This design comes from an exercise in tuning for small area, a short achievable clock period and few clock cycles on the open sky130 flow, not from production work. Function was checked by simulation only, so behaviour that the tests miss may differ from the original. Power is estimated from default activity; no workload was simulated.

File: flow/design.v
package fmul_d_pkg;
typedef struct packed {
    logic busy;
    logic [4:0] ena;
    logic [63:0] a;
    logic [63:0] b;
    logic [63:0] result;
    logic zeroA;
    logic zeroB;
    logic [52:0] mantA;
    logic [52:0] mantB;
    logic [12:0] expAB;
    logic [11:0] expAlign;
    logic [104:0] mantAlign;
    logic [11:0] postShift;
    logic [104:0] mantPostScale;
    logic nanA;
    logic nanB;
    logic overflow;
    logic illegal_op;
} DoubleMul_registers;
endpackage
package imul53_pkg;
typedef struct packed {
    logic [15:0] delay;
    logic [6:0] shift;
    logic accum_ena;
    logic [55:0] b;
    logic [105:0] sum;
    logic overflow;
} imul53_registers;
endpackage
`timescale 1ns/10ps
module zeroenc #(
    parameter int iwidth = 105,                              
    parameter int shiftwidth = 7                             
)
(
    input logic [iwidth-1:0] i_value,                        
    output logic [shiftwidth-1:0] o_shift                    
);
logic [shiftwidth-1:0] wb_muxind[0: (iwidth + 1) - 1];
assign wb_muxind[iwidth] = '0;
for (genvar i = (iwidth - 1); i >= 0; i--) begin: shftgen
    assign wb_muxind[i] = (i_value[i] == 1'b1) ? i : wb_muxind[(i + 1)];
end: shftgen
assign o_shift = wb_muxind[0];
endmodule
`timescale 1ns/10ps
import imul53_pkg::*;
module imul53 #(
    parameter bit async_reset = 1'b0
)
(
    input logic i_clk,                                       
    input logic i_nrst,                                      
    input logic i_ena,                                       
    input logic [52:0] i_a,                                  
    input logic [52:0] i_b,                                  
    output logic [105:0] o_result,                           
    output logic [6:0] o_shift,                              
    output logic o_rdy,                                      
    output logic o_overflow                                  
);
logic [104:0] wb_sumInv;
logic [6:0] wb_lshift;
imul53_pkg::imul53_registers r, rin;
zeroenc #(
    .iwidth(105),
    .shiftwidth(7)
) enc0 (
    .i_value(wb_sumInv),
    .o_shift(wb_lshift)
);
always_comb
begin: comb_proc
    imul53_pkg::imul53_registers v;
    logic v_ena;
    logic [56:0] vb_mux[0: 17-1];
    logic [56:0] vb_sel;
    logic [6:0] vb_shift;
    logic [104:0] vb_sumInv;
    v_ena = 0;
    for (int i = 0; i < 17; i++) begin
        vb_mux[i] = 57'h000000000000000;
    end
    vb_sel = 0;
    vb_shift = 0;
    vb_sumInv = 0;
    v = r;
    vb_mux[0] = '0;
    vb_mux[1] = i_a;
    vb_mux[2] = {i_a, 1'h0};
    vb_mux[3] = (vb_mux[2] + vb_mux[1]);
    vb_mux[4] = {i_a, 2'h0};
    vb_mux[5] = (vb_mux[4] + vb_mux[1]);
    vb_mux[6] = (vb_mux[4] + vb_mux[2]);
    vb_mux[8] = {i_a, 3'h0};
    vb_mux[7] = (vb_mux[8] - vb_mux[1]);
    vb_mux[9] = (vb_mux[8] + vb_mux[1]);
    vb_mux[10] = (vb_mux[8] + vb_mux[2]);
    vb_mux[11] = (vb_mux[10] + vb_mux[1]);
    vb_mux[12] = (vb_mux[8] + vb_mux[4]);
    vb_mux[16] = {i_a, 4'h0};
    vb_mux[13] = (vb_mux[16] - vb_mux[3]);
    vb_mux[14] = (vb_mux[16] - vb_mux[2]);
    vb_mux[15] = (vb_mux[16] - vb_mux[1]);
    v_ena = i_ena;
    v.delay = {r.delay[14: 0], v_ena};
    if (i_ena == 1'b1) begin
        v.b = {3'h0, i_b};
        v.overflow = 1'b0;
        v.accum_ena = 1'b1;
        v.sum = '0;
        v.shift = '0;
    end else if (r.delay[13] == 1'b1) begin
        v.accum_ena = 1'b0;
    end
    case (r.b[55: 52])
    4'h1: begin
        vb_sel = vb_mux[1];
    end
    4'h2: begin
        vb_sel = vb_mux[2];
    end
    4'h3: begin
        vb_sel = vb_mux[3];
    end
    4'h4: begin
        vb_sel = vb_mux[4];
    end
    4'h5: begin
        vb_sel = vb_mux[5];
    end
    4'h6: begin
        vb_sel = vb_mux[6];
    end
    4'h7: begin
        vb_sel = vb_mux[7];
    end
    4'h8: begin
        vb_sel = vb_mux[8];
    end
    4'h9: begin
        vb_sel = vb_mux[9];
    end
    4'ha: begin
        vb_sel = vb_mux[10];
    end
    4'hb: begin
        vb_sel = vb_mux[11];
    end
    4'hc: begin
        vb_sel = vb_mux[12];
    end
    4'hd: begin
        vb_sel = vb_mux[13];
    end
    4'he: begin
        vb_sel = vb_mux[14];
    end
    4'hf: begin
        vb_sel = vb_mux[15];
    end
    default: begin
        vb_sel = '0;
    end
    endcase
    if (r.accum_ena == 1'b1) begin
        v.sum = ({r.sum, 4'h0} + vb_sel);
        v.b = {r.b, 4'h0};
    end
    for (int i = 0; i < 104; i++) begin
        vb_sumInv[(i + 1)] = r.sum[(103 - i)];
    end
    wb_sumInv = vb_sumInv;
    if (r.sum[105] == 1'b1) begin
        vb_shift = '1;
        v.overflow = 1'b1;
    end else if (r.sum[104] == 1'b1) begin
        vb_shift = '0;
    end else begin
        vb_shift = wb_lshift;
    end
    if (r.delay[14] == 1'b1) begin
        v.shift = vb_shift;
        v.overflow = 1'b0;
        if (vb_shift == 7'h7f) begin
            v.overflow = 1'b1;
        end
    end
    if (~async_reset && i_nrst == 1'b0) begin
        v = '0;
    end
    o_result = r.sum;
    o_shift = r.shift;
    o_overflow = r.overflow;
    o_rdy = r.delay[15];
    rin = v;
end: comb_proc
generate
    if (async_reset) begin: async_rst_gen
        always_ff @(posedge i_clk, negedge i_nrst) begin: rg_proc
            if (i_nrst == 1'b0) begin
                r <= '0;
            end else begin
                r <= rin;
            end
        end: rg_proc
    end: async_rst_gen
    else begin: no_rst_gen
        always_ff @(posedge i_clk) begin: rg_proc
            r <= rin;
        end: rg_proc
    end: no_rst_gen
endgenerate
endmodule
`timescale 1ns/10ps
import fmul_d_pkg::*;
module DoubleMul #(
    parameter bit async_reset = 1'b0
)
(
    input logic i_clk,                                       
    input logic i_nrst,                                      
    input logic i_ena,
    input logic [63:0] i_a,                                  
    input logic [63:0] i_b,                                  
    output logic [63:0] o_res,                               
    output logic o_illegal_op,
    output logic o_overflow,
    output logic o_valid,                                    
    output logic o_busy                                      
);
logic w_imul_ena;
logic [105:0] wb_imul_result;
logic [6:0] wb_imul_shift;
logic w_imul_rdy;
logic w_imul_overflow;
fmul_d_pkg::DoubleMul_registers r, rin;
imul53 #(
    .async_reset(async_reset)
) u_imul53 (
    .i_clk(i_clk),
    .i_nrst(i_nrst),
    .i_ena(w_imul_ena),
    .i_a(r.mantA),
    .i_b(r.mantB),
    .o_result(wb_imul_result),
    .o_shift(wb_imul_shift),
    .o_rdy(w_imul_rdy),
    .o_overflow(w_imul_overflow)
);
always_comb
begin: comb_proc
    fmul_d_pkg::DoubleMul_registers v;
    logic [4:0] vb_ena;
    logic signA;
    logic signB;
    logic [52:0] mantA;
    logic [52:0] mantB;
    logic zeroA;
    logic zeroB;
    logic [11:0] expAB_t;
    logic [12:0] expAB;
    logic [104:0] mantAlign;
    logic [12:0] expAlign_t;
    logic [12:0] expAlign;
    logic [11:0] postShift;
    logic [104:0] mantPostScale;
    logic [52:0] mantShort;
    logic [51:0] tmpMant05;
    logic mantOnes;
    logic mantEven;
    logic mant05;
    logic rndBit;
    logic nanA;
    logic nanB;
    logic mantZeroA;
    logic mantZeroB;
    logic v_res_sign;
    logic [10:0] vb_res_exp;
    logic [51:0] vb_res_mant;
    vb_ena = 0;
    signA = 0;
    signB = 0;
    mantA = 0;
    mantB = 0;
    zeroA = 0;
    zeroB = 0;
    expAB_t = 0;
    expAB = 0;
    mantAlign = 0;
    expAlign_t = 0;
    expAlign = 0;
    postShift = 0;
    mantPostScale = 0;
    mantShort = 0;
    tmpMant05 = 0;
    mantOnes = 0;
    mantEven = 0;
    mant05 = 0;
    rndBit = 0;
    nanA = 0;
    nanB = 0;
    mantZeroA = 0;
    mantZeroB = 0;
    v_res_sign = 0;
    vb_res_exp = 0;
    vb_res_mant = 0;
    v = r;
    vb_ena[0] = (i_ena && (~r.busy));
    vb_ena[1] = r.ena[0];
    vb_ena[4: 2] = {r.ena[3: 2], w_imul_rdy};
    v.ena = vb_ena;
    if (i_ena == 1'b1) begin
        v.busy = 1'b1;
        v.overflow = 1'b0;
        v.a = i_a;
        v.b = i_b;
    end
    signA = r.a[63];
    signB = r.b[63];
    if ((|r.a[62: 0]) == 1'b0) begin
        zeroA = 1'b1;
    end
    if ((|r.b[62: 0]) == 1'b0) begin
        zeroB = 1'b1;
    end
    mantA[51: 0] = r.a[51: 0];
    mantA[52] = 1'h0;
    if ((|r.a[62: 52]) == 1'b1) begin
        mantA[52] = 1'h1;
    end
    mantB[51: 0] = r.b[51: 0];
    mantB[52] = 1'h0;
    if ((|r.b[62: 52]) == 1'b1) begin
        mantB[52] = 1'h1;
    end
    expAB_t = ({1'h0, r.a[62: 52]} + {1'h0, r.b[62: 52]});
    expAB = ({1'h0, expAB_t} - 13'h03ff);
    if (r.ena[0] == 1'b1) begin
        v.expAB = expAB;
        v.zeroA = zeroA;
        v.zeroB = zeroB;
        v.mantA = mantA;
        v.mantB = mantB;
    end
    w_imul_ena = r.ena[1];
    if (wb_imul_result[105] == 1'b1) begin
        mantAlign = wb_imul_result[105: 1];
    end else if (wb_imul_result[104] == 1'b1) begin
        mantAlign = wb_imul_result[104: 0];
    end else begin
        for (int i = 1; i < 105; i++) begin
            if (i == int'(wb_imul_shift)) begin
                mantAlign = (wb_imul_result << i);
            end
        end
    end
    expAlign_t = (r.expAB + 1);
    if (wb_imul_result[105] == 1'b1) begin
        expAlign = expAlign_t;
    end else if (((|r.a[62: 52]) == 1'b0) || ((|r.b[62: 52]) == 1'b0)) begin
        expAlign = (expAlign_t - {6'h00, wb_imul_shift});
    end else begin
        expAlign = (r.expAB - {6'h00, wb_imul_shift});
    end
    if ((expAlign[12] == 1'b1) || ((|expAlign) == 1'b0)) begin
        if (((|wb_imul_shift) == 1'b0)
                || (wb_imul_result[105] == 1'b1)
                || ((|r.a[62: 52]) == 1'b0)
                || ((|r.b[62: 52]) == 1'b0)) begin
            postShift = ((~expAlign[11: 0]) + 12'h002);
        end else begin
            postShift = ((~expAlign[11: 0]) + 1);
        end
    end
    if (w_imul_rdy == 1'b1) begin
        v.expAlign = expAlign[11: 0];
        v.mantAlign = mantAlign;
        v.postShift = postShift;
        v.nanA = 1'b0;
        if (r.a[62: 52] == 11'h7ff) begin
            v.nanA = 1'b1;
        end
        v.nanB = 1'b0;
        if (r.b[62: 52] == 11'h7ff) begin
            v.nanB = 1'b1;
        end
        v.overflow = 1'b0;
        if ((expAlign[12] == 1'b0) && (expAlign >= 13'h07ff)) begin
            v.overflow = 1'b1;
        end
    end
    if ((|r.postShift) == 1'b0) begin
        mantPostScale = r.mantAlign;
    end else if (r.postShift < 12'h069) begin
        for (int i = 1; i < 105; i++) begin
            if (i == int'(r.postShift)) begin
                mantPostScale = (r.mantAlign >> i);
            end
        end
    end
    if (r.ena[2] == 1'b1) begin
        v.mantPostScale = mantPostScale;
    end
    mantShort = r.mantPostScale[104: 52];
    tmpMant05 = r.mantPostScale[51: 0];
    if (mantShort == 53'h1fffffffffffff) begin
        mantOnes = 1'b1;
    end
    mantEven = r.mantPostScale[52];
    if (tmpMant05 == 52'h8000000000000) begin
        mant05 = 1'b1;
    end
    rndBit = (r.mantPostScale[51] && (~(mant05 && (~mantEven))));
    if (r.a[62: 52] == 11'h7ff) begin
        nanA = 1'b1;
    end
    if (r.b[62: 52] == 11'h7ff) begin
        nanB = 1'b1;
    end
    if ((|r.a[51: 0]) == 1'b0) begin
        mantZeroA = 1'b1;
    end
    if ((|r.b[51: 0]) == 1'b0) begin
        mantZeroB = 1'b1;
    end
    if ((nanA && mantZeroA && r.zeroB) || (nanB && mantZeroB && r.zeroA)) begin
        v_res_sign = 1'h1;
    end else if ((nanA && (~mantZeroA)) == 1'b1) begin
        v_res_sign = (signA || (nanA && signB));
    end else if ((nanB && (~mantZeroB)) == 1'b1) begin
        v_res_sign = signB;
    end else begin
        v_res_sign = (r.a[63] ^ r.b[63]);
    end
    if (nanA == 1'b1) begin
        vb_res_exp = r.a[62: 52];
    end else if (nanB == 1'b1) begin
        vb_res_exp = r.b[62: 52];
    end else if ((r.expAlign[11] || r.zeroA || r.zeroB) == 1'b1) begin
        vb_res_exp = '0;
    end else if (r.overflow == 1'b1) begin
        vb_res_exp = '1;
    end else begin
        vb_res_exp = (r.expAlign[10: 0]
                + (mantOnes && rndBit && (~r.overflow)));
    end
    if ((nanA && mantZeroA && (~mantZeroB))
            || (nanB && mantZeroB && (~mantZeroA))
            || ((~nanA) && (~nanB) && r.overflow)) begin
        vb_res_mant = '0;
    end else if ((nanA && (~(nanB && signB))) == 1'b1) begin
        vb_res_mant = {1'h1, r.a[50: 0]};
    end else if (nanB == 1'b1) begin
        vb_res_mant = {1'h1, r.b[50: 0]};
    end else begin
        vb_res_mant = (mantShort[51: 0] + rndBit);
    end
    if (r.ena[3] == 1'b1) begin
        v.result = {v_res_sign, vb_res_exp, vb_res_mant};
        v.illegal_op = (nanA || nanB);
        v.busy = 1'b0;
    end
    if (~async_reset && i_nrst == 1'b0) begin
        v = '0;
    end
    o_res = r.result;
    o_illegal_op = r.illegal_op;
    o_overflow = r.overflow;
    o_valid = r.ena[4];
    o_busy = r.busy;
    rin = v;
end: comb_proc
generate
    if (async_reset) begin: async_rst_gen
        always_ff @(posedge i_clk, negedge i_nrst) begin: rg_proc
            if (i_nrst == 1'b0) begin
                r <= '0;
            end else begin
                r <= rin;
            end
        end: rg_proc
    end: async_rst_gen
    else begin: no_rst_gen
        always_ff @(posedge i_clk) begin: rg_proc
            r <= rin;
        end: rg_proc
    end: no_rst_gen
endgenerate
endmodule
File: flow/run.sh
#!/bin/bash
# synth_recipe.tcl (not shown) runs the flow's synth.tcl, then flattens the netlist and writes it again
# the make line also repeats each setting of config.mk as NAME=value (left out here)
make -C /OpenROAD-flow-scripts/flow DESIGN_CONFIG=/design/flow/config.mk WORK_HOME=/design/flow/orfs CLKGATE_MAP_FILE= SYNTH_SCRIPT=/design/flow/synth_recipe.tcl finish
File: flow/config.mk
export PLATFORM = sky130hd
export DESIGN_NAME = DoubleMul
export DESIGN_NICKNAME = DoubleMul
export VERILOG_FILES = /design/flow/design.v
export SDC_FILE = /design/flow/constraint.sdc
export NUM_CORES = 8
export LEC_CHECK = 0
export CAP_MARGIN = 40
export CORE_MARGIN = 2
export CORE_UTILIZATION = 22
export PLACE_DENSITY = 0.32
export SLEW_MARGIN = 40
File: flow/constraint.sdc
create_clock -name core_clock -period 12.0 [get_ports {i_clk}]
set_input_delay 2.4000 -clock core_clock [delete_from_list [all_inputs] [get_ports {i_clk}]]
set_output_delay 2.4000 -clock core_clock [all_outputs]
set_load 0.01 [all_outputs]
==> flow_summary.toml <==
[clock_tree]
cts_tree = "done"
cts_buffers = 116
hold_buffers = 0
clkLatencyLatePin_ns = 1.00
cts_resized = 0
clock_sinks = 741
htreeDepth = 3
post-cts-setup-buffer-count = 0
clockRootBuffer = "clkbuf_16"
clkSlewWorstSetupHoldPaths_ns = 0.08
clk_path_buf_depth = 4

[finish]
fin_nets = 21900
area_delta_synth_final_pct = 12.2
drive_gt1_share_pct = 10.9
instances_no_fill = 30500
fillers = 74900
register_area_um2 = 15300
multiInputGateArea_um2 = 120000

[sta]
slew_violations = 0
finalSetupTns_ns = 0
grt_setup_unrepaired = "no"
hold_violations = 0
min_period_ns = 11.00
max_freq_ghz = 0.0909
worst_pin_slew_ns = 1.12
fin_worst_skew_ns = 0.164
slew_headroom_pct = 24.3
finalSetupViolations = 0
period_share_pct = 91.6
whs_ns = 0.415

[critical_path]
cp.arrival_ns = 11.76
crit_path_max_incr_delay_ns = 0.85
end_kind = "flip-flop"
ff2ff_path_depth = 39
path_common_cell = "a21oi_1"
critPathLaunchType = "flip-flop"
cpMaxStageDelayCell = "dfxtp_1"
cp_max_fo = 17
crit_required_ns = 12.76
path_class = "flip-flop to flip-flop"
rrSetupSlack_ns = 1.00

[flow_run]
max_cap_viol_count = 0

[grt]
grt_pass1_vias = 205000
antenna_found_initial = 194
grt_max_degree = 103
grtUsageTotal_pct = 40.1
grt-ovfl-total = 0
grt_pass1_wl_um = 1920000

[pwr]
p_sw_w = 0.00254
switching_share_pct = 33.1
clockPowerShare_pct = 49.6
p_int_w = 0.00513
p_per_area_nw_per_um2 = 46.7
seqPwrFrac_pct = 33.5
total_power_w = 0.00768
power.share.combinational_pct = 16.9
ir_drop_v = 0.000144
p_leak_nw = 57.9

[logic_synthesis]
synthMuxAreaShare_pct = 2.92
netlist_area_um2 = 147000
synthAdderAreaFrac_pct = 3.48
synthTopCellsByCount = "clkbuf_1, nor2_1, a21oi_1"
yosysSeqAreaShare_pct = 10.1
synth_top_family_by_area = "compound AO/OA/AOI/OAI gates"
syn_nets = 23700
avgSynthCellArea_um2 = 6.34
synth_cells = 23100
ys_warn_count = 5
synth_compound_area_share_pct = 50.4
synthDistinctLibCells = 112
synthTopCellsByArea = "dfxtp_1, a21oi_1, o21ai_0"
ys_ff_latch = 741
synthSimpleGateAreaFrac_pct = 20.5
async_reset_ff_share_pct = 0
synth_edf_count = 0
synth_most_common_cell = "clkbuf_1"
synthXorXnorAreaFrac_pct = 2.80
synthFlopType = "dfxtp_1"
yosysTopAreaCell = "dfxtp_1"
netlist.area_leader.share_pct = 10.1

[placed_design]
dp_hpwl_um = 950000
portBuffers = 198
gp_congestion = 1.05
dp.cells = 30200

[floorplan]
rows = 299
die_w_um = 820
start_util_pct = 22.1
core_area_um2 = 663000
die_h_um = 820
pin_count = 199
dieArea_um2 = 673000

[routing]
drt-total-wl_um = 1440000
wl_per_cell_um = 47.1
drtAntennaViolNets = 0
drt_first_iter_violations = 46700
via_count = 229000
drtPass1Iterations = 17
via_per_inst = 7.50
drc = 0

[hold_path]
hold_depth = 1
min_path_type = "flip-flop to flip-flop"

[status]
outcome = "finished clean"
worst max-delay path: cells and delay by family, from the launching register on:
kind	cells	cell delay, ns
AOI/OAI and AO/OA	22	5.69
and+or+nand+nor	10	2.09
adders and majority gates	3	1.22
buffers and inverters	1	0.21
xor gates and xnor gates	3	0.70
DFF	1	0.85
path summary, 6_finish.rpt:
path | from | endpoint
setup / recovery | r[306] | u_imul53.r[105]
hold / removal | u_imul53.r[182] | u_imul53.r[183]
setup reg to reg | r[306] | u_imul53.r[105]
hold reg to reg | u_imul53.r[182] | u_imul53.r[183]
stage by stage:
| step | setup WS, ns | util, % | area, um^2 |
|---|---|---|---|
| after floorplan | 3.73 | - | 147000 |
| after global placement | 1.02 | 23.9 | 159000 |
| after detailed placement | 1.29 | 24.0 | 159000 |
| after CTS | 1.12 | 24.6 | 163000 |
| after global routing | 0.0758 | 24.7 | 164000 |
| final | 1.00 | 24.8 | 164000 |
power groups by stage:
stage	Sequential, W	Clock [W]	Combinational [W]
3_5_place_dp	0.00263	0	0.00126
4_1_cts	0.00258	0.00388	0.00127
3_3_place_gp	0.00263	0	0.00127
2_1_floorplan	0.00259	0	0.000787
5_1_grt	0.00257	0.00394	0.00138
6_report	0.00258	0.00381	0.00130
layout make-up:
| class | instances | area share, % |
|---|---|---|
| Multi-Input combinational cell | 18700 | 72.9 |
| Sequential cell | 741 | 9.32 |
| Timing Repair Buffer | 1556 | 7.64 |
| Tap cell | 8879 | 6.76 |
| Clock buffer | 156 | 2.01 |
| Inverter | 290 | 0.668 |
| Clock inverter | 56 | 0.422 |
| Antenna cell | 159 | 0.242 |
routing by layer:
metal | up-vias | global-route usage [%] | wire [um]
li1 | 87000 | - | -
met1 | 113000 | 50.1 | 553000
met2 | 22700 | 53.2 | 536000
met3 | 6445 | 20.3 | 222000
met4 | 139 | 25.5 | 123000
met5 | - | 2.73 | 3120
flip-flops by register name, summed over array words and instances, names as in the netlist:
register / cells
r: 555
u_imul53.r: 186
kinds of logic (layout without fill, tap and decap cells):
group	Yosys count	count (layout)
AOI/OAI and AO/OA	10800	10800
and+or+nand+nor	6583	6583
buffers and inverters	3677	2058
DFF	741	741
xor gates and xnor gates	467	467
muxes	422	422
adders and majority gates	404	404
other	0	159
layout by cell type, fill, tap and decap left out, types with 120 or more instances in the layout:
master	count
a211oi_1	362
a222oi_1	231
clkbuf_16	120
a221oi_1	943
a21oi_1	2120
nor3_1	448
o21ai_0	1892
a22oi_1	972
inv_1	262
diode_2	159
nand3_1	594
o211ai_1	317
o22ai_1	1092
a21o_1	202
ha_1	398
clkdlybuf4s50_1	196
o221ai_1	645
and3_1	122
a2111oi_0	140
a221o_1	191
buf_4	1310
a31oi_1	327
xnor2_1	308
nor2_1	2084
o2111ai_1	173
mux2i_1	400
nand2_1	1888
nand4_1	278
nor4_1	236
a22o_1	154
dfxtp_1	567
xor2_1	158
Testbench counts, summed over its fixed seeds: cycles 100,800.

-- what the ideal ports hide --
The flow's constraints put no driver on any port. The routed layout listed below was extracted and timed again, unchanged, in two steps. Step 1, drivers: a clkbuf_16 drives i_clk and a buf_2 each remaining input, both assumed. Step 2 adds t to the input delays and takes it off the output delays; t is the mean of the earliest and latest rising clock arrival at the registers after step 1. Input paths then give back, and output paths get back, about the clock's delay inside the block. a / b / c = no drivers / after step 1 / after step 2; a / b = the first two.
t, ns: 1.045
setup slack, ns: 1.005 / 1.005 / 1.005
worst data-port slew with drivers (ns): 0.12
cell pins on the clock port's net: 1
After both steps setup and hold are still met in this run. For this run, drivers alone change the setup slack by 0.000 ns; drivers and shift together by 0.000 ns.
